Context: an optimization exercise on an open-source flow, tuned for small area. The choices shown serve that exercise and are no tape-out recipe.
The RTL was checked by simulation tests, not by an equivalence proof against the original design.
The clock port is modelled as an ideal driver; clocking choices that lean on that would not hold on a real chip.
No activity file was given, so power comes from the tool's default toggle rates.

[config.mk]
export PLATFORM = sky130hd
export DESIGN_NAME = APB_top
export DESIGN_NICKNAME = APB_top
export VERILOG_FILES = /design/flow/design.v
export SDC_FILE = /design/flow/constraint.sdc
export NUM_CORES = 4
export LEC_CHECK = 0
export CAP_MARGIN = 20
export CORE_MARGIN = 2
export CORE_UTILIZATION = 40
export PLACE_DENSITY = 0.6
export SLEW_MARGIN = 20
[constraint.sdc]
create_clock -name core_clock -period 6.0 [get_ports {clk_APB}]
set_input_delay 1.2000 -clock core_clock [delete_from_list [all_inputs] [get_ports {clk_APB}]]
set_output_delay 1.2000 -clock core_clock [all_outputs]
set_load 0.01 [all_outputs]
[design.v]
`timescale 1ns / 1ps
module APB_master #(parameter
    size = 32,
    addr = 8
) (
    input                 clk_APB,
    input                 rst,
    input                 MIW,
    input                 MISEL,
    input  [size-1 : 0]   MIDATA,
    input  [addr-1 : 0] MIADDR,                
    input                 PREADY,
    input  [size-1 : 0]   PRDATA,
    output                PSEL,
    output                PEN,
    output                PW,
    output [size-1 : 0]   PWDATA,
    output [addr-1 : 0] PADDR,
    output [size-1 : 0]   MODATA,
    output  reg [1:0] state, nxt_state);
wire setup;
wire access;
reg pw_r;
reg [size-1:0] pwdat;
reg [addr-1:0] padd;
reg flg, flg_r;
assign setup = (state == 2'd1) ? 1'b1 : 1'b0;
assign access = (state == 2'd2) ? 1'b1 : 1'b0;
assign PSEL = setup | access;
assign PEN = access;
assign MODATA = ((!MIW) & PREADY & access) ? PRDATA : 'd0;
assign PWDATA = pwdat;
assign PADDR = padd;
assign PW = pw_r;
always @(posedge clk_APB,negedge rst) begin
    if(!rst) begin
        pwdat <= 'd0;
        padd <= 'd0;
        pw_r <= 'd0;
    end
    else if((access) && (!flg)) begin
        pwdat <= MIDATA;  
        padd <= MIADDR;
        pw_r <= MIW;
    end
    else begin
        pwdat <= pwdat;
        padd <= padd;
        pw_r <= pw_r;
    end
end
always @(posedge clk_APB, negedge rst) begin
    if(!rst) begin
        flg <= 'd0;
    end
    else begin
        flg <= access;
    end
end
always @(posedge clk_APB, negedge rst) begin
    if(!rst) begin
        state <= 2'd0;
    end
    else begin
        state <= nxt_state;
    end
end
always @(*) begin
    case (state)
        2'd0: begin
            nxt_state = MISEL ? 2'd1 : 2'd0;
        end
        2'd1: begin
            nxt_state = 2'd2;
        end
        2'd2: begin
            if (PREADY) begin
                nxt_state = MISEL ? 2'd1 : 2'd0;
            end
            else begin
                nxt_state = 2'd2;
            end
        end
        2'd3: nxt_state = 2'd0;
    endcase
end
endmodule 
`timescale 1ns / 1ps
module APB_slave #(parameter 
    size = 32,
    addr = 8 
)(
    input                clk_APB,
    input                rst, 
    output               PREADY, 
    output [size-1 : 0]  PRDATA,  
    input                PSEL, 
    input                PEN, 
    input                PW, 
    input  [size-1 : 0]  PWDATA, 
    input  [addr-1:0]    PADDR,
    output [size-1:0]    PRESCALAR);
    reg [size-1:0] device_regs [addr-1:0];
    assign PRESCALAR = device_regs[0];
    always @ (posedge clk_APB,negedge rst) begin
        if(!rst) begin
            device_regs[0][size-1:0] <= 'd0;
            device_regs[1][size-1:0] <= 'd0;
            device_regs[2][size-1:0] <= 'd0;
            device_regs[3][size-1:0] <= 'd0;
            device_regs[4][size-1:0] <= 'hbababab4;
            device_regs[5][size-1:0] <= 'hcacacac5;
            device_regs[6][size-1:0] <= 'd0;
            device_regs[7][size-1:0] <= 'd0;
        end
        else if (PADDR == 'd0 || PADDR == 'd1 || PADDR == 'd2 || PADDR == 'd3) begin
            device_regs[PADDR] <= (PW && PREADY) ? PWDATA : device_regs[PADDR];
        end
        else begin
            device_regs[PADDR] <= device_regs[PADDR];
        end
    end
    assign PRDATA = (!PW && PREADY && (PADDR < 8)) ? device_regs[PADDR[2:0]] : 'd0;
    assign PREADY = PSEL & PEN;  
endmodule
`timescale 1ns / 1ps
module APB_top #(parameter
    size = 32,
    addr = 8
) (
    input                 clk_APB,
    input                 rst,
    input                 MIW,
    input                 MISEL,
    input  [size-1 : 0]   MIDATA,
    input  [addr-1 : 0]   MIADDR,
    output [size-1 : 0]   MODATA,
    output [size-1 : 0]   PRESCALAR
);
    wire              PSEL, PEN, PW, PREADY;
    wire [size-1 : 0] PWDATA, PRDATA;
    wire [addr-1 : 0] PADDR;
    wire [1:0]        state, nxt_state;
    APB_master #(.size(size), .addr(addr)) u_master (
        .clk_APB(clk_APB), .rst(rst), .MIW(MIW), .MISEL(MISEL),
        .MIDATA(MIDATA), .MIADDR(MIADDR), .PREADY(PREADY), .PRDATA(PRDATA),
        .PSEL(PSEL), .PEN(PEN), .PW(PW), .PWDATA(PWDATA), .PADDR(PADDR),
        .MODATA(MODATA), .state(state), .nxt_state(nxt_state));
    APB_slave #(.size(size), .addr(addr)) u_slave (
        .clk_APB(clk_APB), .rst(rst), .PREADY(PREADY), .PRDATA(PRDATA),
        .PSEL(PSEL), .PEN(PEN), .PW(PW), .PWDATA(PWDATA), .PADDR(PADDR),
        .PRESCALAR(PRESCALAR));
endmodule
[run.sh]
#!/bin/bash
# synth_recipe.tcl (not shown) runs the flow's synth.tcl, then flattens the netlist and writes it again
# the make line also repeats each setting of config.mk as NAME=value (left out here)
make -C /OpenROAD-flow-scripts/flow DESIGN_CONFIG=/design/flow/config.mk WORK_HOME=/design/flow/orfs CLKGATE_MAP_FILE= SYNTH_SCRIPT=/design/flow/synth_recipe.tcl finish
==> impl_metrics.toml, run 1 <==
[floorplan]
core_um2 = 33280
dieWidth_um = 187.2
pin_count = 108
floorplan.initialDensity = 0.4036
dieArea_um2 = 35060
num_rows = 67
dieHeight_um = 187.2

[run_status]
outcome = "finished clean"

[setup_path]
worstPathCellList = "buf_4 > nor2_1 > nand2_2 > nor2_1 > nor3_1 > clkdlybuf4s50_1"
worstSetupStartpointType = "register"
required_ns = 4.80
path_class = "reg2out"
cpMaxStageDelayCell = "nand2_2"
cp_data_arrival_time_ns = 3.60
ff2ff_setup_slack_ns = 2.69
crit_top_cell = "nor2_1"
crit_path_end_kind = "output pin"
worst-r2r-cell-count = 5
cp_slowest_stage_delay_ns = 0.78
critPathMaxFanout = 52

[route]
highest_layer = "met4"
post-route-drc-count = 0
detailedRoute.firstPassIterationCount = 5
drt_iter0_markers = 610
vias = 8438
ant_nets = 0
routedWlPerCell_um = 19.12
drt_wl_total_um = 30670
viasPerCell = 5.261
met2WireLength_um = 14040
wl_met3_um = 1802
wl_met1_um = 14360

[power_and_ir_drop]
p_leak_uw = 0.006559
p_per_area_nw_per_um2 = 410.9
p_int_uw = 4255
vdd_drop_max_mv = 0.2891
p_comb_frac = 0.261
swShare = 0.3176
pwr-share-seq = 0.439
power_frac_clock = 0.299
p_sw_uw = 1981

[final_layout]
final_nets = 1177
syn_to_final_growth_pct = 13.00
multi_input_area_um2 = 4868
drive_above_1_share = 0.1566
postLayoutCellArea_um2 = 15180
fillers = 3045
antenna_cells = 0
seq_area_um2 = 7556

[grt]
antenna_found_initial = 0
grt_pass1_wl_um = 49040
grt.total_usage = 0.1745
grt_pass1_vias = 8640
grt_max_degree = 122
globalRoute.totalOverflow = 0

[place]
dp_hpwl_um = 17070
place_ws_ns = 1.363
port_buffers = 107
finalWeightedCongestion = 0.7235
placed_cell_area_um2 = 14200

[synthesis]
avgSynthCellArea_um2 = 11.28
ys_seq_elements = 300
synth_top_area_cell = "dfrtp_1"
synthFlopType = "dfrtp_1"
ys_seq_area_frac = 0.5622
async_flop_share = 1.000
synth_edf_count = 0
netlist_instances = 1191
syn_nets = 1235
synth_top_cells_by_area = "dfrtp_1, mux2i_1, dfstp_2"
synth_top_area_share = 0.4937
netlist_area_um2 = 13430
yosys_warnings = 3
ys_types = 36

[timing]
fmax_ghz = 0.2084
min_period_ns = 4.799
fin_ws_ns = 1.201
setup_viol = 0
rsz0062_at_grt = "false"
tns_ns = 0
clock-skew-final_ns = 0.01155
hold_violations = 0
period_share = 0.7999
relSlewSlack = 0.2767
slew_violations = 0
tightestPinTransition_ns = 1.085

[job]
cap_violations = 0

[clocking]
cts_tree = "built"
clock_path_buffers = 3
cts.clk_slew.worst_paths_ns = 0.06
cts_root_buf = "clkbuf_16"
htree_levels = 1
cts_buffers = 31
postCtsSetupRepairBufs = 0
clk_latency_ns = 0.55
hold_buffers = 0
cts_sinks = 300
cts_resized = 0

[worst_hold_path]
hold-path-cell-count = 0
hold_class = "reg2reg"
==> critical path, delay by kind of cell, from the launching register on <==
kind / cells / cell delay (ns)
buffers and inverters: 2 / 1.18
flip-flops: 1 / 0.61
AND/OR/NAND/NOR: 4 / 1.23
==> flip-flops by register name (all words and copies together) (netlist names) <==
register	count
u_master.state	2
u_master.flg	1
u_master.pw_r	1
u_master.pwdat	32
u_master.padd	8
u_slave.device_regs	256
==> cells in the final DEF (no fill, tap or decap), drive strengths merged, types with 5 or more instances in the layout <==
master         instances
a211oi                 5
a21oi                 57
o22ai                 32
nor3                  33
clkdlybuf4s50        106
dfrtp                265
buf                   17
nor2b                 69
mux2i                 94
nor2                  40
mux2                  72
o21ai                 97
nor3b                 33
and2                  32
nand2                  7
dfstp                 35
a31oi                 96
clkbuf                52
==> synthesized netlist by cell type (2+ instances only) <==
cell type	number
dfrtp_1	265
clkbuf_1	152
a31oi_1	96
mux2i_1	94
o21ai_0	72
nor2b_1	69
a21oi_1	57
mux2_2	42
nor2_1	38
dfstp_2	35
buf_2	34
and2_1	32
nor3_1	32
o22ai_1	32
nor3b_1	31
mux2_4	30
o21ai_1	25
buf_6	15
buf_4	10
nand2_1	6
a211oi_1	4
buf_12	3
inv_1	2
nand2b_1	2
nor3b_2	2
==> metal layers <==
metal  vias up  track usage
li1       3993            -
met1      4179       0.2488
met2       233       0.2795
met3        33      0.03377
met4         0      0.03266
met5         -            0
==> path summary, 6_finish.rpt <==
check                                                    endpoint                                    from
max                                                     MODATA[0]            u_master.padd[1]$_DFFE_PN0P_
min                        u_slave.device_regs[4][21]$_DFFE_PN1N_  u_slave.device_regs[4][21]$_DFFE_PN1N_
max reg2reg                u_slave.device_regs[0][31]$_DFFE_PN0N_            u_master.padd[1]$_DFFE_PN0P_
min reg2reg                u_slave.device_regs[4][21]$_DFFE_PN1N_  u_slave.device_regs[4][21]$_DFFE_PN1N_
max in group asynchronous            u_master.padd[2]$_DFFE_PN0P_                                     rst
min in group asynchronous           u_master.pwdat[1]$_DFFE_PN0P_                                     rst
==> area by class of cell <==
| class | count | area share |
|---|---|---|
| Clock inverter | 4 | 0.004781 |
| Inverter | 2 | 0.0004946 |
| Timing Repair Buffer | 123 | 0.07963 |
| Tap cell | 448 | 0.03693 |
| Clock buffer | 52 | 0.05960 |
| Multi-Input combinational cell | 675 | 0.3207 |
| Sequential cell | 300 | 0.4978 |
==> cells by family after synthesis <==
family	count (synthesis)	synth area share
DFF	300	0.5622
and+or+nand+nor	221	0.09986
muxes	166	0.1388
AOI/OAI and AO/OA	288	0.1208
buffers and inverters	216	0.07834
==> through the flow <==
stage | util | hold slack (ns) | cells | total power [µW]
after floorplan | - | 0.4180 | 1191 | 3946
after global placement | 0.4267 | 0.3574 | 1548 | 4379
after detailed placement | 0.4267 | 0.3580 | 1548 | 4409
after CTS | 0.4561 | 0.3667 | 1604 | 6299
after global routing | 0.4561 | 0.3694 | 1604 | 6630
final | 0.4561 | 0.3651 | 1604 | 6236
==> power groups by stage <==
stage / clock network (µW) / registers [µW] / logic (µW)
after floorplan: 0 / 2620 / 1320
after global placement: 0 / 2760 / 1620
after detailed placement: 0 / 2770 / 1640
after CTS: 1910 / 2740 / 1640
after global routing: 2000 / 2800 / 1830
final: 1870 / 2740 / 1630
==> run 2, diff against run 1 <==
==> design.v (replaced) <==
`timescale 1ns / 1ps
module APB_top #(parameter
    size = 32,
    addr = 8
) (
    input                 clk_APB,
    input                 rst,
    input                 MIW,
    input                 MISEL,
    input  [size-1 : 0]   MIDATA,
    input  [addr-1 : 0]   MIADDR,
    output [size-1 : 0]   MODATA,
    output [size-1 : 0]   PRESCALAR
);
    reg ph_s, ph_a;
    reg [2:0] op;
    reg v1, v2, v3;
    reg [size-1:0] r0, r1, r2, r3, pwdat;
    wire hi = (MIADDR[addr-1:3] == 0);
    wire a0 = hi & (MIADDR[2:0] == 3'd0);
    wire we1 = ph_a & MIW & hi & (MIADDR[2:0] == 3'd1);
    wire we2 = ph_a & MIW & hi & (MIADDR[2:0] == 3'd2);
    wire we3 = ph_a & MIW & hi & (MIADDR[2:0] == 3'd3);
    wire rd_ok = !MIW & hi & (MIADDR[2:1] != 2'b11);
    wire [2:0] op_nxt = (rd_ok ? MIADDR[2:0] : {2'b11, MIW & a0}) ^ 3'b110;
    wire we0 = ph_a & (op == (3'd7 ^ 3'b110));
    always @(posedge clk_APB, negedge rst) begin
        if (!rst) begin
            ph_s <= 1'b0;
            ph_a <= 1'b0;
        end else begin
            ph_s <= MISEL & !ph_s;
            ph_a <= ph_s;
        end
    end
    always @(posedge clk_APB, negedge rst) begin
        if (!rst)
            op <= 3'd0;
        else if (ph_a)
            op <= op_nxt;
    end
    always @(posedge clk_APB, negedge rst) begin
        if (!rst) begin
            v1 <= 1'b0;
            v2 <= 1'b0;
            v3 <= 1'b0;
        end else begin
            v1 <= v1 | we1;
            v2 <= v2 | we2;
            v3 <= v3 | we3;
        end
    end
    always @(posedge clk_APB, negedge rst) begin
        if (!rst)
            r0 <= 'd0;
        else if (we0)
            r0 <= pwdat;
    end
    always @(posedge clk_APB) begin
        if (ph_a)
            pwdat <= MIDATA;
        if (we1)
            r1 <= MIDATA;
        if (we2)
            r2 <= MIDATA;
        if (we3)
            r3 <= MIDATA;
    end
    wire rd = ph_a & !MIW;
    wire s0 = rd & (op == (3'd0 ^ 3'b110));
    wire s1 = rd & (op == (3'd1 ^ 3'b110)) & v1;
    wire s2 = rd & (op == (3'd2 ^ 3'b110)) & v2;
    wire s3 = rd & (op == (3'd3 ^ 3'b110)) & v3;
    wire s4 = rd & (op == (3'd4 ^ 3'b110));
    wire s5 = rd & (op == (3'd5 ^ 3'b110));
    assign MODATA = ({size{s0}} & r0) | ({size{s1}} & r1) |
                    ({size{s2}} & r2) | ({size{s3}} & r3) |
                    ({size{s4}} & 32'hbababab4) | ({size{s5}} & 32'hcacacac5);
    assign PRESCALAR = r0;
endmodule
==> impl_metrics.toml, run 2 <==
[timing]
relSlewSlack = 0.3600
tns_ns = 0
hold_violations = 0
hold_ws_ns = 0.3846
period_share = 0.8044
slew_violations = 0
setup_viol = 0
min_period_ns = 4.826
clock-skew-final_ns = 0.006683
tightestPinTransition_ns = 0.9600
rsz0062_at_grt = "false"
fmax_ghz = 0.2072
fin_ws_ns = 1.174

[worst_hold_path]
min-delay-start = "ph_s$_DFF_PN0_"
hold_class = "reg2reg"
hold-path-cell-count = 0
holdPathEnd = "ph_a$_DFF_PN0_"

[floorplan]
dieArea_um2 = 17580
num_rows = 47
dieWidth_um = 132.6
floorplan.initialDensity = 0.4046
pin_count = 108
dieHeight_um = 132.6
core_um2 = 16350

[setup_path]
r2r-end = "r3[27]$_DFFE_PP_"
cp_data_arrival_time_ns = 3.63
ff2ff_setup_slack_ns = 3.27
critPathMaxFanout = 15
worst-r2r-cell-count = 3
crit_path_end_kind = "output pin"
path_class = "in2out"
r2r-start = "ph_a$_DFF_PN0_"
required_ns = 4.80
worstSetupStartpointType = "input port"

[clocking]
cts_buffers = 17
clock_path_buffers = 2
cts.clk_slew.worst_paths_ns = 0.06
cts_tree = "built"
clk_latency_ns = 0.43
cts_root_buf = "clkbuf_16"
htree_levels = 4
hold_buffers = 0
cts_sinks = 168
postCtsSetupRepairBufs = 0
cts_resized = 0

[grt]
grt_max_degree = 41
grt_pass1_vias = 4273
use_met3 = 0.05096
antenna_found_initial = 0
globalRoute.busiestLayer = "met2"
grt_pass1_wl_um = 24310
met2_usage = 0.3031
use_met1 = 0.2384
grt.total_usage = 0.1854
globalRoute.totalOverflow = 0

[route]
viasPerCell = 5.268
detailedRoute.firstPassIterationCount = 4
drt_iter0_markers = 341
drt_wl_total_um = 15500
ant_nets = 0
vias = 4009
routedWlPerCell_um = 20.37
post-route-drc-count = 0

[place]
port_buffers = 107
placed_cell_area_um2 = 7838
finalWeightedCongestion = 0.7491
place_ws_ns = 1.168
dp_hpwl_um = 9639

[synthesis]
synth_top_area_cell = "edfxtp_1"
ys_seq_area_frac = 0.7324
netlist_area_um2 = 6615
synthFlopType = "edfxtp_1"
synth_commonest_cells = "edfxtp_1, nand3_1, dfrtp_1"
syn_nets = 472
async_flop_share = 0.2381
ys_seq_elements = 168
yosysMostFrequentCell = "edfxtp_1"
avgSynthCellArea_um2 = 15.46
netlist_instances = 428
synth_top_area_share = 0.5810
ys_types = 37
synth_top_cells_by_area = "edfxtp_1, dfrtp_1, nand3_1"
yosys_warnings = 1
synth_edf_count = 128

[run_status]
outcome = "finished clean"

[final_layout]
syn_to_final_growth_pct = 27.73
antenna_cells = 0
drive_above_1_share = 0.09242
final_nets = 572
layout_commonest_cell = "edfxtp_1"
postLayoutCellArea_um2 = 8449
final_cell_mix = "edfxtp_1, clkdlybuf4s50_1, nand3_1, dfrtp_1, mux2_1"
fillers = 1409

[power_and_ir_drop]
pwr-share-seq = 0.506
p_int_uw = 2108
vdd_drop_max_mv = 0.2178
p_sw_uw = 544.5
p_comb_frac = 0.069
swShare = 0.2053
p_leak_uw = 0.003067
power_uw = 2652
p_per_area_nw_per_um2 = 313.9
power_frac_clock = 0.425

[job]
cap_violations = 0
-- run 2: cell families (layout without fill, tap and decap cells) --
family | after synthesis | after routing | synth area share
flip-flops | 168 | 168 | 0.7324
AND/OR/NAND/NOR | 149 | 149 | 0.1316
AO/OA/AOI/OAI | 40 | 40 | 0.04767
buffers and inverters | 39 | 152 | 0.03386
multiplexers | 32 | 32 | 0.05447
-- run 2: critical path, stage by stage --
cell and delay, ns:
clkdlybuf4s50_1 0.57, and4bb_1 0.81, buf_4 0.28, nand3_1 0.09, nand4_1 0.12, clkdlybuf4s50_1 0.55
-- run 2: how the worst max path moves through the flow --
stage | from | end | slack [ns] | cells past startpoint
after CTS | MIW | MODATA[10] | 1.17 | 6
after global placement | MIW | MODATA[10] | 1.20 | 6
after global routing | MIW | MODATA[5] | 1.02 | 6
final | MIW | MODATA[10] | 1.17 | 6
after floorplan | MIW | MODATA[12] | 2.56 | 6
after detailed placement | MIW | MODATA[10] | 1.17 | 6
-- run 2: metrics by stage --
step	instances	util
floorplan	428	-
global placement	728	0.4785
detailed placement	729	0.4794
CTS	761	0.5167
global route	761	0.5168
finish	761	0.5168
-- run 2: power groups by stage --
stage                     registers (µW)  clock network, µW  logic (µW)
after floorplan                     1370                  0        43.0
after global placement              1360                  0         181
after detailed placement            1370                  0         185
after CTS                           1340               1140         186
after global routing                1350               1190         197
final                               1340               1130         183
-- run 2: final cells by class --
type                       instances  area [µm²]  share of cell area
clock buffer                      19       432.9             0.05124
inverter                           5       18.77            0.002221
timing repair buffer             115        1136              0.1345
clock inverter                    13       176.4             0.02088
sequential                       168        4846              0.5735
multi-input combinational        221        1564              0.1851
tap                              220       275.3             0.03258
-- run 2: per-layer routing --
layer,part of all wire,vias up
li1,-,1866
met5,0,-
met1,0.43,2007
met3,0.051,10
met2,0.51,126
met4,0.010,0
==> run 3, diff against run 2 <==
==> flow/run.sh (new file) <==
#!/bin/bash
# Standard layout (bash standard.sh), with two changes that only affect cell choice:
#  * port buffers are buf_1 instead of the buffer buffer_ports picks by default;
#  * CTS uses small clock buffers and inserts no dummy loads.
set -euo pipefail
export BUFFER_PORTS_ARGS="-buffer_cell sky130_fd_sc_hd__buf_1"
export CTS_ARGS="-sink_clustering_enable -repair_clock_nets -dont_use_dummy_load -buf_list {sky130_fd_sc_hd__clkbuf_4 sky130_fd_sc_hd__clkbuf_8}"
bash standard.sh > standard.log 2>&1
==> standard.sh (new file) <==
#!/bin/bash
# synth_recipe.tcl (not shown) runs the flow's synth.tcl, then flattens the netlist and writes it again
# the make line also repeats each setting of config.mk as NAME=value (left out here)
make -C /OpenROAD-flow-scripts/flow DESIGN_CONFIG=/design/flow/config.mk WORK_HOME=/design/flow/orfs CLKGATE_MAP_FILE= SYNTH_SCRIPT=/design/flow/synth_recipe.tcl "${@:-finish}"
removed: run.sh
==> impl_metrics.toml, run 3 <==
[route]
wl_met3_um = 925
drt_iter0_markers = 352
ant_nets = 0
wl_met1_um = 6686
highest_layer = "met4"
met2WireLength_um = 8035
post-route-drc-count = 0
detailedRoute.firstPassIterationCount = 4
routedWlPerCell_um = 21.47
drt_wl_total_um = 15990
vias = 4120
viasPerCell = 5.530

[final_layout]
layout_commonest_cell = "edfxtp_1"
drive_above_1_share = 0.07619
postLayoutCellArea_um2 = 7395
final_cell_mix = "edfxtp_1, buf_1, nand3_1, dfrtp_1, mux2_1"
final_nets = 571
syn_to_final_growth_pct = 11.78
final_cells = 745
antenna_cells = 0
utilization = 0.4523

[timing]
relSlewSlack = 0.3135
tightestPinTransition_ns = 1.030
min_period_ns = 4.164
hold_violations = 0
setup_viol = 0
slew_violations = 0
clock-skew-final_ns = 0.02010
rsz0062_at_grt = "false"
tns_ns = 0
period_share = 0.6940
fmax_ghz = 0.2402

[clocking]
cts_buffers = 17
cts_resized = 0
cts_root_buf = "clkbuf_8"
cts_sinks = 168
cts_tree = "built"
clk_latency_ns = 0.45
hold_buffers = 0
htree_levels = 4
clock_path_buffers = 2
postCtsSetupRepairBufs = 0
cts.clk_slew.worst_paths_ns = 0.07

[place]
port_buffers = 107
placed_cell_area_um2 = 7161
place_inst = 728
dp_hpwl_um = 9316
finalWeightedCongestion = 0.7305

[setup_path]
path_class = "in2out"
crit_top_cell = "buf_1"
worstPathCellList = "buf_1 > and4bb_1 > nand3_1 > nand4_1 > buf_1"
critPathMaxFanout = 21
path_buf_inv = 2
r2r-start = "op[0]$_DFFE_PN0P_"
crit_path_end_kind = "output pin"
crit_family = "simple AND/OR/NAND/NOR gates"
r2r-end = "r0[0]$_DFFE_PN0P_"
worstSetupStartpointType = "input port"
ff2ff_setup_slack_ns = 3.39
cp_slowest_stage_delay_ns = 1.03
cp_data_arrival_time_ns = 2.96
worst-r2r-cell-count = 2
cpMaxStageDelayCell = "and4bb_1"
required_ns = 4.80

[floorplan]
dieWidth_um = 132.6
pin_count = 108
dieArea_um2 = 17580
core_um2 = 16350
dieHeight_um = 132.6
num_rows = 47
floorplan.initialDensity = 0.4046

[synthesis]
async_flop_share = 0.2381
syn_nets = 472
netlist_instances = 428
netlist_area_um2 = 6615
ys_types = 37
yosys_warnings = 1
synth_top_area_share = 0.5810
ys_seq_area_frac = 0.7324
synth_top_area_cell = "edfxtp_1"
avgSynthCellArea_um2 = 15.46
synth_top_cells_by_area = "edfxtp_1, dfrtp_1, nand3_1"
synth_commonest_cells = "edfxtp_1, nand3_1, dfrtp_1"
ys_seq_elements = 168
synth_edf_count = 128
yosysMostFrequentCell = "edfxtp_1"
synthFlopType = "edfxtp_1"

[grt]
grt_max_degree = 45
antenna_found_initial = 0
grt.total_usage = 0.1874
grt_pass1_vias = 4420
globalRoute.totalOverflow = 0
grt_pass1_wl_um = 25090

[run_status]
outcome = "finished clean"

[worst_hold_path]
hold-path-cell-count = 0
min-delay-start = "ph_s$_DFF_PN0_"
holdPathEnd = "ph_a$_DFF_PN0_"
hold_class = "reg2reg"

[power_and_ir_drop]
p_per_area_nw_per_um2 = 277.9
vdd_drop_max_mv = 0.1087
p_leak_uw = 0.002621

[job]
cap_violations = 0
[run 3: cell counts after synthesis]
Identical to the previous run, type by type.
[run 3: cells by family after synthesis]
family | after synthesis | synth area share
AND/OR/NAND/NOR | 149 | 0.1316
buffers and inverters | 39 | 0.03386
flip-flops | 168 | 0.7324
multiplexers | 32 | 0.05447
AO/OA/AOI/OAI | 40 | 0.04767
[run 3: metal layers]
metal	global-route usage	vias to the layer above
met5	0	-
met4	0.07527	0
met3	0.05019	24
met2	0.3103	140
met1	0.2349	2112
li1	-	1844
[run 3: cell type report]
type	instances	area, µm²
Sequential cell	168	4846
Inverter	5	18.77
Tap cell	220	275.3
Clock buffer	17	234.0
Multi-Input combinational cell	221	1565
Fill cell	1527	8954
Timing Repair Buffer	114	455.4
[run 3: where the power goes]
group,internal (µW),switching [µW],leakage [µW]
Combinational,49.3,79.0,0.000798
Sequential,1300,30.8,0.00170
Clock,250,343,0.000122
Total,1600,453,0.00262
[run 3: worst max path at each step]
stage | endpoint | cells after the start | start | slack (ns)
CTS | MODATA[10] | 5 | MIW | 1.82
floorplan | MODATA[12] | 6 | MIW | 2.56
global route | MODATA[18] | 5 | MIW | 1.64
global placement | MODATA[2] | 5 | MIW | 1.57
detailed placement | MODATA[10] | 5 | MIW | 1.84
finish | MODATA[10] | 5 | MIW | 1.84
[run 3: per-stage QoR]
stage / power, µW / hold slack, ns / worst slack, ns
final: 2055 / 0.3736 / 1.836
after global routing: 2130 / 0.3948 / 1.635
after CTS: 2074 / 0.3764 / 1.819
after detailed placement: 1490 / 0.3647 / 1.837
after global placement: 1482 / 0.3662 / 1.566
after floorplan: 1414 / 0.3543 / 2.556
[run 3: worst register-to-register path: cells and delay by family (launching register included)]
kind	cells	cell delay (ns)
DFF	1	0.98
muxes	1	0.43
and+or+nand+nor	1	1.10
==> run 4, diff against run 3 <==
==> flow/run.sh (replaced) <==
#!/bin/bash
# The standard layout (standard.sh) with three changes that only affect cell choice:
#  * synthesis is the standard synthesis script, but ABC maps the combinational
#    logic with an area-oriented script (flow/area.abc) instead of abc_speed;
#    flip-flop mapping, flattening and renaming are unchanged;
#  * port buffers are buf_1 instead of the buffer buffer_ports picks by default;
#  * CTS uses small clock buffers and inserts no dummy loads.
set -euo pipefail
W=$PWD
sed "s#source \$::env(SCRIPTS_DIR)/synth.tcl#source $W/my_synth.tcl#" synth_recipe.tcl > my_synth_recipe.tcl
grep -q "source $W/my_synth.tcl" my_synth_recipe.tcl
sed "s#log_cmd abc {\*}\$abc_args#log_cmd abc -script $W/flow/area.abc {*}[lrange \$abc_args 2 end]#" \
    "$FLOW_HOME/scripts/synth.tcl" > my_synth.tcl
grep -q "flow/area.abc" my_synth.tcl
sed "s#SYNTH_SCRIPT=[^ ]*synth_recipe.tcl#SYNTH_SCRIPT=$W/my_synth_recipe.tcl#" standard.sh > my_standard.sh
grep -q "my_synth_recipe.tcl" my_standard.sh
export BUFFER_PORTS_ARGS="-buffer_cell sky130_fd_sc_hd__buf_1"
export CTS_ARGS="-sink_clustering_enable -repair_clock_nets -dont_use_dummy_load -buf_list {sky130_fd_sc_hd__clkbuf_4 sky130_fd_sc_hd__clkbuf_8}"
bash my_standard.sh > standard.log 2>&1
==> flow/area.abc (new file) <==
&get -n
&st
&dch -f
&nf -R 1000
&st
&syn2
&dch -f
&nf -R 1000
&put
==> impl_metrics.toml, run 4 <==
[run_status]
outcome = "finished clean"

[place]
finalWeightedCongestion = 0.7197
place_ws_ns = 1.934
dp_hpwl_um = 7786
port_buffers = 107

[synthesis]
synth_commonest_cells = "edfxtp_1, nand2_1, dfrtp_1"
synth_top_cells_by_area = "edfxtp_1, dfrtp_1, mux2_1"
synth_top_area_share = 0.6412
ys_seq_elements = 168
async_flop_share = 0.2381
netlist_area_um2 = 5994
synth_edf_count = 128
yosysMostFrequentCell = "edfxtp_1"
synth_top_area_cell = "edfxtp_1"
syn_nets = 373
yosys_warnings = 1
netlist_instances = 329
avgSynthCellArea_um2 = 18.22
synthFlopType = "edfxtp_1"
ys_seq_area_frac = 0.8082
ys_types = 21

[grt]
grt.total_usage = 0.1717
grt_pass1_vias = 3607
antenna_found_initial = 0
globalRoute.totalOverflow = 0
grt_max_degree = 41
grt_pass1_wl_um = 20520

[setup_path]
crit_path_end_kind = "output pin"
worstSetupStartpointType = "register"
critPathMaxFanout = 40
cp_data_arrival_time_ns = 3.18
required_ns = 4.80
path_class = "reg2out"

[clocking]
clk_latency_ns = 0.44
htree_levels = 4
clock_path_buffers = 2
postCtsSetupRepairBufs = 0
cts.clk_slew.worst_paths_ns = 0.07
hold_buffers = 0
cts_sinks = 168
cts_resized = 0
cts_tree = "built"
cts_root_buf = "clkbuf_8"
cts_buffers = 17

[route]
detailedRoute.firstPassIterationCount = 6
drt_iter0_markers = 497
vias = 3622
post-route-drc-count = 0
ant_nets = 0
viasPerCell = 5.624
drt_wl_total_um = 13340
routedWlPerCell_um = 20.72

[final_layout]
utilization = 0.4775
final_cell_mix = "edfxtp_1, buf_1, nand2_1, dfrtp_1"
layout_commonest_cell = "edfxtp_1"
drive_above_1_share = 0.07609
antenna_cells = 0
final_nets = 506
syn_to_final_growth_pct = 16.22
fillers = 1261

[power_and_ir_drop]
power_frac_clock = 0.286
p_sw_uw = 426.7
swShare = 0.2114
vdd_drop_max_mv = 0.1211
p_per_area_nw_per_um2 = 289.8
p_int_uw = 1592
p_leak_uw = 0.002544
pwr-share-seq = 0.665
p_comb_frac = 0.048
power_uw = 2019

[timing]
period_share = 0.7305
fmax_ghz = 0.2282
slew_violations = 0
relSlewSlack = 0.3470
clock-skew-final_ns = 0.01714
rsz0062_at_grt = "false"
fin_ws_ns = 1.617
hold_violations = 0
tightestPinTransition_ns = 0.9794
hold_ws_ns = 0.3724
tns_ns = 0
min_period_ns = 4.383
setup_viol = 0

[job]
cap_violations = 0

[floorplan]
dieWidth_um = 126.4
dieHeight_um = 126.4
num_rows = 44
pin_count = 108
floorplan.initialDensity = 0.4109
core_um2 = 14590
dieArea_um2 = 15980

[worst_hold_path]
hold_class = "reg2reg"
==> run 4: layout make-up <==
class / instances / area (µm²) / area share
clock buffers: 17 / 234.0 / 0.03358
inverters: 3 / 11.26 / 0.001616
multi-input cells: 158 / 1170 / 0.1679
flip-flops and latches: 168 / 4846 / 0.6956
well taps: 184 / 230.2 / 0.03305
repair buffers: 114 / 475.5 / 0.06825
==> run 4: stage by stage <==
step,area [µm²],cells
4_1_cts,6939,643
2_1_floorplan,5995,329
3_5_place_dp,6705,626
5_1_grt,6967,644
3_3_place_gp,6705,626
6_report,6967,644
==> run 4: path summary, 6_finish.rpt <==
kind / from / end / slack, ns / cells past startpoint
max: ph_a$_DFF_PN0_ / MODATA[0] / 1.62 / 6
min: ph_s$_DFF_PN0_ / ph_a$_DFF_PN0_ / 0.37 / 0
max reg2reg: ph_a$_DFF_PN0_ / r3[29]$_DFFE_PP_ / 3.40 / 2
min reg2reg: ph_s$_DFF_PN0_ / ph_a$_DFF_PN0_ / 0.37 / 0
max in group asynchronous: rst / ph_a$_DFF_PN0_ / 4.69 / 2
min in group asynchronous: rst / r0[2]$_DFFE_PN0P_ / 0.86 / 2
==> run 4: cells by family after synthesis <==
| logic type | Yosys count | share of synthesized area |
|---|---|---|
| AND/OR/NAND/NOR | 65 | 0.05072 |
| flip-flops | 168 | 0.8082 |
| buffers and inverters | 3 | 0.001878 |
| multiplexers | 32 | 0.06011 |
| AO/OA/AOI/OAI | 61 | 0.07911 |
==> run 4: per-layer routing <==
layer / vias to the layer above / track usage / routed length [µm] / share of wire
met2: 154 / 0.2705 / 6472 / 0.49
met5: - / 0 / 0 / 0
met1: 1851 / 0.2308 / 5781 / 0.43
met4: 0 / 0.05753 / 162 / 0.012
met3: 16 / 0.04935 / 925 / 0.069
li1: 1601 / - / - / -
==> run 4: worst max-delay path, cell delays in order (launching register included) <==
cell and delay (ns):
dfrtp_2 1.01, nand2_1 0.27, nor2_1 0.18, and4b_2 0.77, a222oi_1 0.20, nand2_1 0.16
buf_1 0.16
==> run 4: power groups by stage <==
| stage | clock network (µW) | registers, µW | logic (µW) |
|---|---|---|---|
| CTS | 597 | 1340 | 101 |
| detailed placement | 0 | 1370 | 100 |
| floorplan | 0 | 1370 | 25.4 |
| global placement | 0 | 1370 | 96.9 |
| global route | 646 | 1350 | 110 |
| finish | 578 | 1340 | 97.8 |
==> run 5, diff against run 4 <==
--- a/flow/run.sh
+++ b/flow/run.sh
@@ -15,5 +15,5 @@
 sed "s#SYNTH_SCRIPT=[^ ]*synth_recipe.tcl#SYNTH_SCRIPT=$W/my_synth_recipe.tcl#" standard.sh > my_standard.sh
 grep -q "my_synth_recipe.tcl" my_standard.sh
 export BUFFER_PORTS_ARGS="-buffer_cell sky130_fd_sc_hd__buf_1"
-export CTS_ARGS="-sink_clustering_enable -repair_clock_nets -dont_use_dummy_load -buf_list {sky130_fd_sc_hd__clkbuf_4 sky130_fd_sc_hd__clkbuf_8}"
+export CTS_ARGS="-sink_clustering_enable -repair_clock_nets -dont_use_dummy_load -sink_clustering_size 10 -sink_clustering_max_diameter 60 -buf_list {sky130_fd_sc_hd__clkbuf_4 sky130_fd_sc_hd__clkbuf_8}"
 bash my_standard.sh > standard.log 2>&1
==> config.mk (replaced) <==
export PLATFORM = sky130hd
export DESIGN_NAME = APB_top
export DESIGN_NICKNAME = APB_top
export VERILOG_FILES = /design/flow/design.v
export SDC_FILE = /design/flow/constraint.sdc
export NUM_CORES = 4
export LEC_CHECK = 0
export CAP_MARGIN = 0
export CORE_MARGIN = 2
export CORE_UTILIZATION = 60
export PLACE_DENSITY = 0.75
export SLEW_MARGIN = 0
==> impl_metrics.toml, run 5 <==
[grt]
antenna_found_initial = 0
globalRoute.totalOverflow = 0
grt_max_degree = 41
grt.total_usage = 0.2403
grt_pass1_wl_um = 19460
grt_pass1_vias = 3698

[synthesis]
avgSynthCellArea_um2 = 18.22
synth_top_area_share = 0.6412
ys_types = 21
yosys.area_share.xor_xnor = 0
synth_top_cells_by_area = "edfxtp_1, dfrtp_1, mux2_1"
synth_commonest_cells = "edfxtp_1, nand2_1, dfrtp_1"
synth_top_family_by_area = "compound AO/OA/AOI/OAI gates"
yosys.area_share.simple = 0.05072
synthFlopType = "edfxtp_1"
yosysMostFrequentCell = "edfxtp_1"
ys_seq_elements = 168
synth-adder-area-share = 0
synth_edf_count = 128
synth-compound-area-share = 0.07911
syn_nets = 373
async_flop_share = 0.2381
netlist_instances = 329
synth_top_area_cell = "edfxtp_1"
synth.mux.area_fraction = 0.06011
yosys_warnings = 1
ys_seq_area_frac = 0.8082
netlist_area_um2 = 5994

[floorplan]
dieArea_um2 = 10810
floorplan.initialDensity = 0.6161
core_um2 = 9729
pin_count = 108
num_rows = 36
dieWidth_um = 104.0
dieHeight_um = 104.0

[timing]
hold_violations = 0
fmax_ghz = 0.2239
tightestPinTransition_ns = 1.070
slew_violations = 0
relSlewSlack = 0.2850
setup_viol = 0
min_period_ns = 4.467
tns_ns = 0
period_share = 0.7444
clock-skew-final_ns = 0.02064
rsz0062_at_grt = "false"

[clocking]
cts_buffers = 17
htree_levels = 4
cts.clk_slew.worst_paths_ns = 0.08
postCtsSetupRepairBufs = 0
cts_root_buf = "clkbuf_8"
cts_tree = "built"
clk_latency_ns = 0.44
cts_sinks = 168
hold_buffers = 0
clock_path_buffers = 2
cts_resized = 0

[setup_path]
path_class = "reg2out"
required_ns = 4.80
cp_data_arrival_time_ns = 3.27
cpMaxStageDelayCell = "dfrtp_2"
crit_top_cell = "nand2_1"
crit_start = "ph_a$_DFF_PN0_"
worst-r2r-cell-count = 3
cp_slowest_stage_delay_ns = 1.02
ff2ff_setup_slack_ns = 3.29
r2r-end = "r1[24]$_DFFE_PP_"
endpoint = "MODATA[26]"
critPathMaxFanout = 40
worstPathCellList = "nand2_1 > nor2_1 > and3_1 > buf_4 > a222oi_1 > nand2_1 > buf_1"
r2r-start = "ph_a$_DFF_PN0_"
crit_path_end_kind = "output pin"
worstSetupStartpointType = "register"

[power_and_ir_drop]
vdd_drop_max_mv = 0.1505
p_per_area_nw_per_um2 = 292.7
p_leak_uw = 0.002545

[job]
cap_violations = 0

[route]
post-route-drc-count = 0
drt_iter0_markers = 374
ant_nets = 0
viasPerCell = 6.007
vias = 3568
detailedRoute.firstPassIterationCount = 5
routedWlPerCell_um = 20.78
drt_wl_total_um = 12340

[final_layout]
antenna_cells = 0
multi_input_area_um2 = 1167
seq_area_um2 = 4846
layout_commonest_cell = "edfxtp_1"
drive_above_1_share = 0.07375
final_nets = 507
final_cells = 594
syn_to_final_growth_pct = 14.90
fillers = 680
final_cell_mix = "edfxtp_1, buf_1, nand2_1, dfrtp_1"

[place]
finalWeightedCongestion = 0.7562
dp_hpwl_um = 7197
port_buffers = 107
place_inst = 577

[run_status]
outcome = "finished clean"

[worst_hold_path]
hold_class = "reg2reg"
==> run 5: worst min path at each step <==
stage                              start              to  slack [ns]  cells after the start
after CTS                 ph_s$_DFF_PN0_  ph_a$_DFF_PN0_        0.39                      0
after global routing      ph_s$_DFF_PN0_  ph_a$_DFF_PN0_        0.41                      0
after floorplan           ph_s$_DFF_PN0_  ph_a$_DFF_PN0_        0.35                      0
after detailed placement  ph_s$_DFF_PN0_  ph_a$_DFF_PN0_        0.37                      0
final                     ph_s$_DFF_PN0_  ph_a$_DFF_PN0_        0.39                      0
after global placement    ph_s$_DFF_PN0_  ph_a$_DFF_PN0_        0.36                      0
==> run 5: logic make-up after synthesis <==
logic type | count (synthesis)
AOI/OAI and AO/OA | 61
buffers and inverters | 3
DFF | 168
muxes | 32
and+or+nand+nor | 65
==> run 5: final cells by class <==
cell class,instances,area share
clock buffers,17,0.03397
inverters,3,0.001635
multi-input cells,158,0.1695
flip-flops and latches,168,0.7035
well taps,133,0.02416
repair buffers,115,0.06721
==> run 5: worst max-delay path: cells and delay by family, from the launching register on <==
family,cells,cell delay (ns)
compound gates,1,0.15
simple gates,4,1.13
flops,1,1.02
buf+inv,2,0.52
==> run 5: where the power goes <==
| group | switching [µW] | total (µW) | internal [µW] |
|---|---|---|---|
| Clock | 325 | 575 | 250 |
| Sequential | 39.3 | 1340 | 1300 |
| Combinational | 60.5 | 99.3 | 38.8 |
| Total | 424 | 2020 | 1590 |
==> run 5: per-layer routing <==
layer	part of all wire	up-vias	global-route usage
li1	-	1604	-
met1	0.41	1780	0.3230
met2	0.50	168	0.3910
met3	0.075	16	0.05952
met4	0.012	0	0.08012
met5	0	-	0
==> run 5: through the flow <==
step	worst slack [ns]	total power, µW	cell area, µm²	utilization	hold WS, ns
2_1_floorplan	0.8283	1398	5995	-	0.3543
3_3_place_gp	1.958	1460	6654	0.6839	0.3634
3_5_place_dp	1.896	1468	6654	0.6839	0.3723
4_1_cts	1.499	2029	6888	0.7079	0.3926
5_1_grt	1.263	2081	6888	0.7079	0.4062
6_report	1.533	2016	6888	0.7079	0.3904
==> run 6, diff against run 5 <==
--- a/flow/run.sh
+++ b/flow/run.sh
@@ -4,7 +4,8 @@
 #    logic with an area-oriented script (flow/area.abc) instead of abc_speed;
 #    flip-flop mapping, flattening and renaming are unchanged;
 #  * port buffers are buf_1 instead of the buffer buffer_ports picks by default;
-#  * CTS uses small clock buffers and inserts no dummy loads.
+#  * CTS uses clkbuf_4 and inserts no dummy loads; flow/post_cts.tcl then
+#    upsizes the leaf buffers with the most flip-flops to clkbuf_8.
 set -euo pipefail
 W=$PWD
 sed "s#source \$::env(SCRIPTS_DIR)/synth.tcl#source $W/my_synth.tcl#" synth_recipe.tcl > my_synth_recipe.tcl
@@ -15,5 +16,7 @@
 sed "s#SYNTH_SCRIPT=[^ ]*synth_recipe.tcl#SYNTH_SCRIPT=$W/my_synth_recipe.tcl#" standard.sh > my_standard.sh
 grep -q "my_synth_recipe.tcl" my_standard.sh
 export BUFFER_PORTS_ARGS="-buffer_cell sky130_fd_sc_hd__buf_1"
-export CTS_ARGS="-sink_clustering_enable -repair_clock_nets -dont_use_dummy_load -sink_clustering_size 10 -sink_clustering_max_diameter 60 -buf_list {sky130_fd_sc_hd__clkbuf_4 sky130_fd_sc_hd__clkbuf_8}"
+export CTS_ARGS="-sink_clustering_enable -repair_clock_nets -dont_use_dummy_load -buf_list {sky130_fd_sc_hd__clkbuf_4}"
+export POST_CTS_TCL=$W/flow/post_cts.tcl
+export CLK_LEAF_UPSIZE_FANOUT=11
 bash my_standard.sh > standard.log 2>&1
==> flow/post_cts.tcl (new file) <==
# After CTS: a leaf clock buffer (clkbuf_4) that drives many flip-flops is
# upsized to clkbuf_8, so that the flip-flop clock pins keep a sharp slew;
# the rest of the tree stays clkbuf_4. Then placement is legalised again.
set thr $::env(CLK_LEAF_UPSIZE_FANOUT)
set block [ord::get_db_block]
set n 0
foreach inst [$block getInsts] {
  if { [[$inst getMaster] getName] ne "sky130_fd_sc_hd__clkbuf_4" } { continue }
  set net [[$inst findITerm X] getNet]
  if { $net eq "NULL" } { continue }
  set loads [expr { [llength [$net getITerms]] - 1 }]
  if { $loads >= $thr } {
    replace_cell [$inst getName] sky130_fd_sc_hd__clkbuf_8
    incr n
  }
}
puts "post_cts: upsized $n clock buffers to clkbuf_8"
detailed_placement
check_placement -verbose
==> config.mk (replaced) <==
export PLATFORM = sky130hd
export DESIGN_NAME = APB_top
export DESIGN_NICKNAME = APB_top
export VERILOG_FILES = /design/flow/design.v
export SDC_FILE = /design/flow/constraint.sdc
export NUM_CORES = 4
export LEC_CHECK = 0
export CAP_MARGIN = 20
export CORE_MARGIN = 2
export CORE_UTILIZATION = 40
export PLACE_DENSITY = 0.6
export SLEW_MARGIN = 20
==> impl_metrics.toml, run 6 <==
[power_and_ir_drop]
swShare = 0.2134
vdd_drop_max_mv = 0.1135
pwr-share-seq = 0.684
p_int_uw = 1543
power_uw = 1961
p_leak_uw = 0.002526
power_frac_clock = 0.266
p_comb_frac = 0.050
p_sw_uw = 418.5
p_per_area_nw_per_um2 = 283.3

[setup_path]
critPathMaxFanout = 40
path_buf_inv = 1
worstPathCellList = "nand2_1 > nor2_1 > and4b_2 > a222oi_1 > nand2_1 > buf_1"
crit_family = "simple AND/OR/NAND/NOR gates"
path_class = "reg2out"
required_ns = 4.80
cp_slowest_stage_delay_ns = 1.02
cpMaxStageDelayCell = "dfrtp_2"
worstSetupStartpointType = "register"
cp_data_arrival_time_ns = 3.19
crit_top_cell = "nand2_1"
crit_path_end_kind = "output pin"

[synthesis]
synth_top_cells_by_area = "edfxtp_1, dfrtp_1, mux2_1"
avgSynthCellArea_um2 = 18.22
async_flop_share = 0.2381
netlist_instances = 329
synth_top_area_cell = "edfxtp_1"
synthFlopType = "edfxtp_1"
synth_commonest_cells = "edfxtp_1, nand2_1, dfrtp_1"
ys_seq_area_frac = 0.8082
yosysMostFrequentCell = "edfxtp_1"
ys_types = 21
netlist_area_um2 = 5994
synth_top_area_share = 0.6412
syn_nets = 373
yosys_warnings = 1
synth_edf_count = 128
ys_seq_elements = 168

[timing]
setup_viol = 0
clock-skew-final_ns = 0.03215
period_share = 0.7313
tns_ns = 0
tightestPinTransition_ns = 0.9987
hold_ws_ns = 0.4128
fin_ws_ns = 1.612
min_period_ns = 4.388
hold_violations = 0
slew_violations = 0
relSlewSlack = 0.3342
fmax_ghz = 0.2279
rsz0062_at_grt = "false"

[clocking]
cts.clk_slew.worst_paths_ns = 0.09
clk_latency_ns = 0.44
cts_tree = "built"
cts_sinks = 168

[route]
drt_iter0_markers = 487
drt_wl_total_um = 13240
ant_nets = 0
viasPerCell = 5.589
vias = 3599
detailedRoute.firstPassIterationCount = 7
routedWlPerCell_um = 20.55
post-route-drc-count = 0

[final_layout]
layout_commonest_cell = "edfxtp_1"
syn_to_final_growth_pct = 15.49
drive_above_1_share = 0.07609
fillers = 1269
final_nets = 506
final_cell_mix = "edfxtp_1, buf_1, nand2_1, dfrtp_1"
final_cells = 644
antenna_cells = 0

[place]
place_ws_ns = 1.934
port_buffers = 107
place_inst = 626
dp_hpwl_um = 7786
finalWeightedCongestion = 0.7197

[floorplan]
core_um2 = 14590
num_rows = 44
dieWidth_um = 126.4
floorplan.initialDensity = 0.4109
dieArea_um2 = 15980
pin_count = 108
dieHeight_um = 126.4

[job]
cap_violations = 0

[run_status]
outcome = "finished clean"

[grt]
grt_pass1_wl_um = 20450
globalRoute.totalOverflow = 0
antenna_found_initial = 0
grt.total_usage = 0.1720
grt_pass1_vias = 3593
grt_max_degree = 41

[worst_hold_path]
hold_class = "reg2reg"
run 6: final cells by class:
class                      instances  area (µm²)  share of cell area
inverter                           3       11.26            0.001627
multi-input combinational        158        1170              0.1690
timing repair buffer             114       475.5             0.06868
clock buffer                      17       190.2             0.02747
sequential                       168        4846              0.7000
tap                              184       230.2             0.03326
run 6: through the flow:
stage / util / area, µm²
after floorplan: - / 5995
after global placement: 0.4596 / 6705
after detailed placement: 0.4596 / 6705
after global routing: 0.4745 / 6923
final: 0.4745 / 6923
run 6: path summary, 6_finish.rpt:
path	endpoint	slack (ns)	cells after the start	startpoint
max	MODATA[21]	1.61	6	ph_a$_DFF_PN0_
min	ph_a$_DFF_PN0_	0.41	0	ph_s$_DFF_PN0_
max reg2reg	r3[12]$_DFFE_PP_	3.40	2	ph_a$_DFF_PN0_
min reg2reg	ph_a$_DFF_PN0_	0.41	0	ph_s$_DFF_PN0_
max in group asynchronous	ph_a$_DFF_PN0_	4.67	2	rst
min in group asynchronous	r0[11]$_DFFE_PN0P_	0.85	2	rst
run 6: per-layer routing:
metal  wire (µm)  GRT usage  share of wire
met4         153    0.06335          0.012
met3         974    0.04935          0.074
met1        5638     0.2297           0.43
met2        6471     0.2699           0.49
met5           0          0              0
run 6: power groups by stage:
stage	clock network (µW)	logic (µW)	registers, µW
finish	521	97.9	1340
global route	589	110	1350
detailed placement	0	100	1370
global placement	0	96.9	1370
floorplan	0	25.4	1370
run 6: cells by family after synthesis:
family          Yosys count  synth area share
simple gates             65           0.05072
mux                      32           0.06011
flops                   168            0.8082
buf+inv                   3          0.001878
compound gates           61           0.07911
==> run 7, diff against run 6 <==
--- a/config.mk
+++ b/config.mk
@@ -7,6 +7,6 @@
 export LEC_CHECK = 0
 export CAP_MARGIN = 20
 export CORE_MARGIN = 2
-export CORE_UTILIZATION = 40
-export PLACE_DENSITY = 0.6
+export CORE_UTILIZATION = 60
+export PLACE_DENSITY = 0.75
 export SLEW_MARGIN = 20
==> impl_metrics.toml, run 7 <==
[power_and_ir_drop]
vdd_drop_max_mv = 0.1515
power_uw = 1946
p_per_area_nw_per_um2 = 284.9
p_leak_uw = 0.002521

[place]
port_buffers = 107
place_ws_ns = 1.896
dp_hpwl_um = 7197
finalWeightedCongestion = 0.7562
place_inst = 577

[synthesis]
ys_types = 21
synth_top_area_share = 0.6412
yosysMostFrequentCell = "edfxtp_1"
netlist_area_um2 = 5994
synthFlopType = "edfxtp_1"
async_flop_share = 0.2381
synth_top_cells_by_area = "edfxtp_1, dfrtp_1, mux2_1"
avgSynthCellArea_um2 = 18.22
netlist_instances = 329
synth_top_area_cell = "edfxtp_1"
synth_edf_count = 128
synth_commonest_cells = "edfxtp_1, nand2_1, dfrtp_1"
yosys_warnings = 1
ys_seq_elements = 168
syn_nets = 373
ys_seq_area_frac = 0.8082

[setup_path]
crit_path_end_kind = "output pin"
required_ns = 4.80
path_class = "reg2out"
cp_data_arrival_time_ns = 3.28
critPathMaxFanout = 40
worstSetupStartpointType = "register"

[route]
drt_iter0_markers = 335
vias = 3556
detailedRoute.firstPassIterationCount = 6
post-route-drc-count = 0
ant_nets = 0
routedWlPerCell_um = 20.94
drt_wl_total_um = 12440
viasPerCell = 5.987

[timing]
setup_viol = 0
rsz0062_at_grt = "false"
fmax_ghz = 0.2230
clock-skew-final_ns = 0.03075
period_share = 0.7473
slew_violations = 0
fin_ws_ns = 1.516
min_period_ns = 4.484
tns_ns = 0
tightestPinTransition_ns = 1.057
hold_violations = 0
relSlewSlack = 0.2936
hold_ws_ns = 0.3917

[final_layout]
final_nets = 507
seq_area_um2 = 4846
final_cells = 594
layout_commonest_cell = "edfxtp_1"
fillers = 698
drive_above_1_share = 0.07375
syn_to_final_growth_pct = 13.96
multi_input_area_um2 = 1167
final_cell_mix = "edfxtp_1, buf_1, nand2_1, dfrtp_1"
antenna_cells = 0

[grt]
grt_pass1_wl_um = 19380
grt_max_degree = 41
globalRoute.totalOverflow = 0
grt.total_usage = 0.2392
antenna_found_initial = 0
grt_pass1_vias = 3735

[floorplan]
pin_count = 108
dieArea_um2 = 10810
dieWidth_um = 104.0
floorplan.initialDensity = 0.6161
dieHeight_um = 104.0
core_um2 = 9729
num_rows = 36

[run_status]
outcome = "finished clean"

[clocking]
cts.clk_slew.worst_paths_ns = 0.08
clk_latency_ns = 0.44
cts_sinks = 168
cts_tree = "built"

[worst_hold_path]
hold_class = "reg2reg"

[job]
cap_violations = 0
-- run 7: worst max-delay path: stages (launching register included) --
cell and delay (ns):
dfrtp_2 1.03, nand2_1 0.25, nor2_1 0.20, and3_1 0.59
buf_4 0.38, a222oi_1 0.15, nand2_1 0.09, buf_1 0.15
-- run 7: logic make-up (layout without fill, tap and decap cells) --
| logic type | Yosys count | count (layout) | share of synthesized area |
|---|---|---|---|
| buf+inv | 3 | 135 | 0.001878 |
| mux | 32 | 32 | 0.06011 |
| simple gates | 65 | 65 | 0.05072 |
| compound gates | 61 | 61 | 0.07911 |
| flops | 168 | 168 | 0.8082 |
-- run 7: layout make-up --
class | count | area share
Clock buffer | 17 | 0.02601
Inverter | 3 | 0.001648
Multi-Input combinational cell | 158 | 0.1709
Sequential cell | 168 | 0.7093
Tap cell | 133 | 0.02436
Timing Repair Buffer | 115 | 0.06777
-- run 7: worst paths after layout --
check,startpoint,to,slack (ns),depth (start not counted)
worst max-delay path,ph_a$_DFF_PN0_,MODATA[26],1.52,7
worst min-delay path,ph_s$_DFF_PN0_,ph_a$_DFF_PN0_,0.39,0
worst max register to register,ph_a$_DFF_PN0_,r1[15]$_DFFE_PP_,3.31,3
worst min register to register,ph_s$_DFF_PN0_,ph_a$_DFF_PN0_,0.39,0
max in group asynchronous,rst,ph_a$_DFF_PN0_,4.69,2
min in group asynchronous,rst,r0[19]$_DFFE_PN0P_,0.84,2
-- run 7: stage by stage --
| step | area [µm²] | utilization |
|---|---|---|
| global placement | 6654 | 0.6839 |
| floorplan | 5995 | - |
| global route | 6832 | 0.7022 |
| detailed placement | 6654 | 0.6839 |
| finish | 6832 | 0.7022 |
-- run 7: power by group --
group	switching, µW	leakage (µW)	total (µW)	internal, µW
Sequential	39.2	0.00170	1340	1300
Combinational	60.6	0.000721	99.4	38.8
Clock	318	0.0000989	506	188
-- run 7: metal layers --
| metal | vias to the layer above | wire length [µm] | global-route usage |
|---|---|---|---|
| li1 | 1606 | - | - |
| met1 | 1767 | 5116 | 0.3132 |
| met2 | 162 | 6261 | 0.3905 |
| met3 | 21 | 855 | 0.05952 |
| met4 | 0 | 205 | 0.09459 |
| met5 | - | 0 | 0 |
==> run 8, diff against run 7 <==
--- a/flow/run.sh
+++ b/flow/run.sh
@@ -5,7 +5,7 @@
 #    flip-flop mapping, flattening and renaming are unchanged;
 #  * port buffers are buf_1 instead of the buffer buffer_ports picks by default;
 #  * CTS uses clkbuf_4 and inserts no dummy loads; flow/post_cts.tcl then
-#    upsizes the leaf buffers with the most flip-flops to clkbuf_8.
+#    sizes each leaf buffer for the slew at its flip-flops.
 set -euo pipefail
 W=$PWD
 sed "s#source \$::env(SCRIPTS_DIR)/synth.tcl#source $W/my_synth.tcl#" synth_recipe.tcl > my_synth_recipe.tcl
@@ -18,5 +18,4 @@
 export BUFFER_PORTS_ARGS="-buffer_cell sky130_fd_sc_hd__buf_1"
 export CTS_ARGS="-sink_clustering_enable -repair_clock_nets -dont_use_dummy_load -buf_list {sky130_fd_sc_hd__clkbuf_4}"
 export POST_CTS_TCL=$W/flow/post_cts.tcl
-export CLK_LEAF_UPSIZE_FANOUT=11
 bash my_standard.sh > standard.log 2>&1
==> flow/post_cts.tcl (replaced) <==
set target 0.110
if { [info exists ::env(CLK_SLEW_TARGET)] } { set target $::env(CLK_SLEW_TARGET) }
set sizes {sky130_fd_sc_hd__clkbuf_2 sky130_fd_sc_hd__clkbuf_4 sky130_fd_sc_hd__clkbuf_8 sky130_fd_sc_hd__clkbuf_16}

proc leaf_max_slew { inst } {
  set net [[$inst findITerm X] getNet]
  set m 0
  foreach it [$net getITerms] {
    if { [$it isOutputSignal] } { continue }
    set p [get_pins [[$it getInst] getName]/[[$it getMTerm] getName]]
    set s [get_property $p slew_max]
    if { $s > $m } { set m $s }
  }
  return $m
}

set block [ord::get_db_block]
set leaves {}
foreach inst [$block getInsts] {
  if { ![string match sky130_fd_sc_hd__clkbuf_* [[$inst getMaster] getName]] } { continue }
  set net [[$inst findITerm X] getNet]
  if { $net eq "NULL" } { continue }
  if { [$net getSigType] ne "CLOCK" } { continue }
  set leaf 1
  foreach it [$net getITerms] {
    if { [$it isOutputSignal] } { continue }
    if { [string match *clkbuf* [[[$it getInst] getMaster] getName]] } { set leaf 0 }
  }
  if { $leaf } { lappend leaves $inst }
}
estimate_parasitics -placement
foreach inst $leaves {
  foreach sz $sizes {
    replace_cell [$inst getName] $sz
    estimate_parasitics -placement
    if { [leaf_max_slew $inst] <= $target } { break }
  }
  puts "post_cts: [$inst getName] -> $sz, estimated slew [leaf_max_slew $inst]"
}
detailed_placement
check_placement -verbose
estimate_parasitics -placement
--- a/config.mk
+++ b/config.mk
@@ -5,8 +5,8 @@
 export SDC_FILE = /design/flow/constraint.sdc
 export NUM_CORES = 4
 export LEC_CHECK = 0
-export CAP_MARGIN = 20
+export CAP_MARGIN = 0
 export CORE_MARGIN = 2
 export CORE_UTILIZATION = 60
 export PLACE_DENSITY = 0.75
-export SLEW_MARGIN = 20
+export SLEW_MARGIN = 0
==> impl_metrics.toml, run 8 <==
[synthesis]
ys_seq_elements = 168
synth_top_area_cell = "edfxtp_1"
synth_edf_count = 128
synth_commonest_cells = "edfxtp_1, nand2_1, dfrtp_1"
avgSynthCellArea_um2 = 18.22
synth-compound-area-share = 0.07911
ys_seq_area_frac = 0.8082
synth_top_cells_by_area = "edfxtp_1, dfrtp_1, mux2_1"
synth_top_area_share = 0.6412
yosys.area_share.simple = 0.05072
synth_top_family_by_area = "compound AO/OA/AOI/OAI gates"
synth.mux.area_fraction = 0.06011
yosysMostFrequentCell = "edfxtp_1"
yosys_warnings = 1
syn_nets = 373
synth-adder-area-share = 0
synthFlopType = "edfxtp_1"
netlist_instances = 329
async_flop_share = 0.2381
yosys.area_share.xor_xnor = 0
ys_types = 21
netlist_area_um2 = 5994

[setup_path]
cp_slowest_stage_delay_ns = 1.03
path_buf_inv = 2
path_class = "reg2out"
crit_family = "simple AND/OR/NAND/NOR gates"
cp_data_arrival_time_ns = 3.39
crit_path_end_kind = "output pin"
critPathMaxFanout = 40
cpMaxStageDelayCell = "dfrtp_2"
worstSetupStartpointType = "register"
crit_top_cell = "nand2_1"
required_ns = 4.80
critical_path_depth = 7
worstPathCellList = "nand2_1 > nor2_1 > and3_1 > buf_4 > a222oi_1 > nand2_1 > buf_1"
worst-r2r-cell-count = 3

[timing]
relSlewSlack = 0.2805
min_period_ns = 4.586
tns_ns = 0
tightestPinTransition_ns = 1.077
period_share = 0.7644
hold_violations = 0
clock-skew-final_ns = 0.02936
setup_viol = 0
slew_violations = 0
fmax_ghz = 0.2180
rsz0062_at_grt = "false"

[floorplan]
pin_count = 108
floorplan.initialDensity = 0.6161
core_um2 = 9729
dieWidth_um = 104.0
dieArea_um2 = 10810
num_rows = 36
dieHeight_um = 104.0

[clocking]
clk_latency_ns = 0.55
cts_sinks = 168
cts.clk_slew.worst_paths_ns = 0.08
cts_tree = "built"

[final_layout]
antenna_cells = 0
final_cell_mix = "edfxtp_1, buf_1, nand2_1, dfrtp_1"
postLayoutCellArea_um2 = 6825
final_cells = 594
syn_to_final_growth_pct = 13.86
drive_above_1_share = 0.07375
layout_commonest_cell = "edfxtp_1"
final_nets = 507

[route]
viasPerCell = 6.017
detailedRoute.firstPassIterationCount = 6
drt_iter0_markers = 322
drt_wl_total_um = 12380
post-route-drc-count = 0
vias = 3574
ant_nets = 0
routedWlPerCell_um = 20.84

[place]
finalWeightedCongestion = 0.7562
port_buffers = 107
place_inst = 577
placed_cell_area_um2 = 6654
dp_hpwl_um = 7197

[grt]
antenna_found_initial = 0
grt_pass1_vias = 3733
globalRoute.totalOverflow = 0
grt_pass1_wl_um = 19340
grt.total_usage = 0.2384
grt_max_degree = 41

[power_and_ir_drop]
p_per_area_nw_per_um2 = 282.9
vdd_drop_max_mv = 0.1512
p_leak_uw = 0.002519

[job]
cap_violations = 0

[run_status]
outcome = "finished clean"

[worst_hold_path]
hold_class = "reg2reg"
hold-path-cell-count = 0
[run 8: layout make-up]
| class | instances | area, µm² |
|---|---|---|
| Multi-Input combinational cell | 158 | 1167 |
| Fill cell | 702 | 2904 |
| Clock buffer | 17 | 171.4 |
| Inverter | 3 | 11.26 |
| Timing Repair Buffer | 115 | 462.9 |
| Tap cell | 133 | 166.4 |
| Sequential cell | 168 | 4846 |
[run 8: kinds of logic (layout without fill, tap and decap cells)]
family | after synthesis | after routing
mux | 32 | 32
compound gates | 61 | 61
simple gates | 65 | 65
buf+inv | 3 | 135
flops | 168 | 168
[run 8: worst paths after layout]
kind	startpoint	to	slack [ns]
worst max-delay path	ph_a$_DFF_PN0_	MODATA[26]	1.41
worst min-delay path	ph_s$_DFF_PN0_	ph_a$_DFF_PN0_	0.39
worst max register to register	ph_a$_DFF_PN0_	r1[19]$_DFFE_PP_	3.29
max in group asynchronous	rst	ph_a$_DFF_PN0_	4.80
worst min register to register	ph_s$_DFF_PN0_	ph_a$_DFF_PN0_	0.39
min in group asynchronous	rst	r0[12]$_DFFE_PN0P_	0.74
[run 8: power breakdown]
group | total [µW] | internal (µW) | switching [µW]
Sequential | 1340 | 1300 | 39.4
Clock | 490 | 178 | 312
Combinational | 99.3 | 38.8 | 60.6
[run 8: metal layers]
layer | share of wire | vias to the layer above | global-route usage
met5 | 0 | - | 0
met4 | 0.013 | 0 | 0.09459
met2 | 0.51 | 170 | 0.3900
met3 | 0.068 | 17 | 0.05764
met1 | 0.41 | 1783 | 0.3123
li1 | - | 1604 | -
[run 8: stage by stage]
step	power (µW)	hold WS (ns)	setup WS [ns]	util
after detailed placement	1468	0.3723	1.896	0.6839
after floorplan	1398	0.3543	0.8283	-
final	1931	0.3852	1.414	0.7015
after global placement	1460	0.3634	1.958	0.6839
after global routing	1999	0.4064	1.163	0.7015

[re-timing with driven ports]
The results above use ideal ports. As a check the final layouts listed here were re-extracted and re-timed, cells and wires unchanged. Step 1 assumes that a clkbuf_16 drives the clock port and a buf_2 every other input. Step 2 moves the port delays by t, midway between the first and last clock arrival at a register: inputs arrive t later, outputs are due t later. That takes back most of the time a late clock gives input paths. Three values: ideal, step 1, step 2; two values: the first two.
run	shift t [ns]	setup slack, ns	pins driven straight from the clock port
run 1	0.592	1.201 / 1.149 / 1.413	1
run 2	0.466	1.174 / 1.132 / 1.132	1
run 3	0.476	1.836 / 1.815 / 1.815	1
run 4	0.463	1.617 / 1.583 / 1.936	1
run 5	0.461	1.533 / 1.500 / 1.844	1
run 6	0.459	1.612 / 1.578 / 1.943	1
run 7	0.459	1.516 / 1.482 / 1.815	1
run 8	0.567	1.414 / 1.380 / 1.836	1
After both steps setup and hold are still met in every run listed. The setup slack of run 2, which loses most, moves by -0.042 ns with the drivers and by -0.042 ns with both steps.
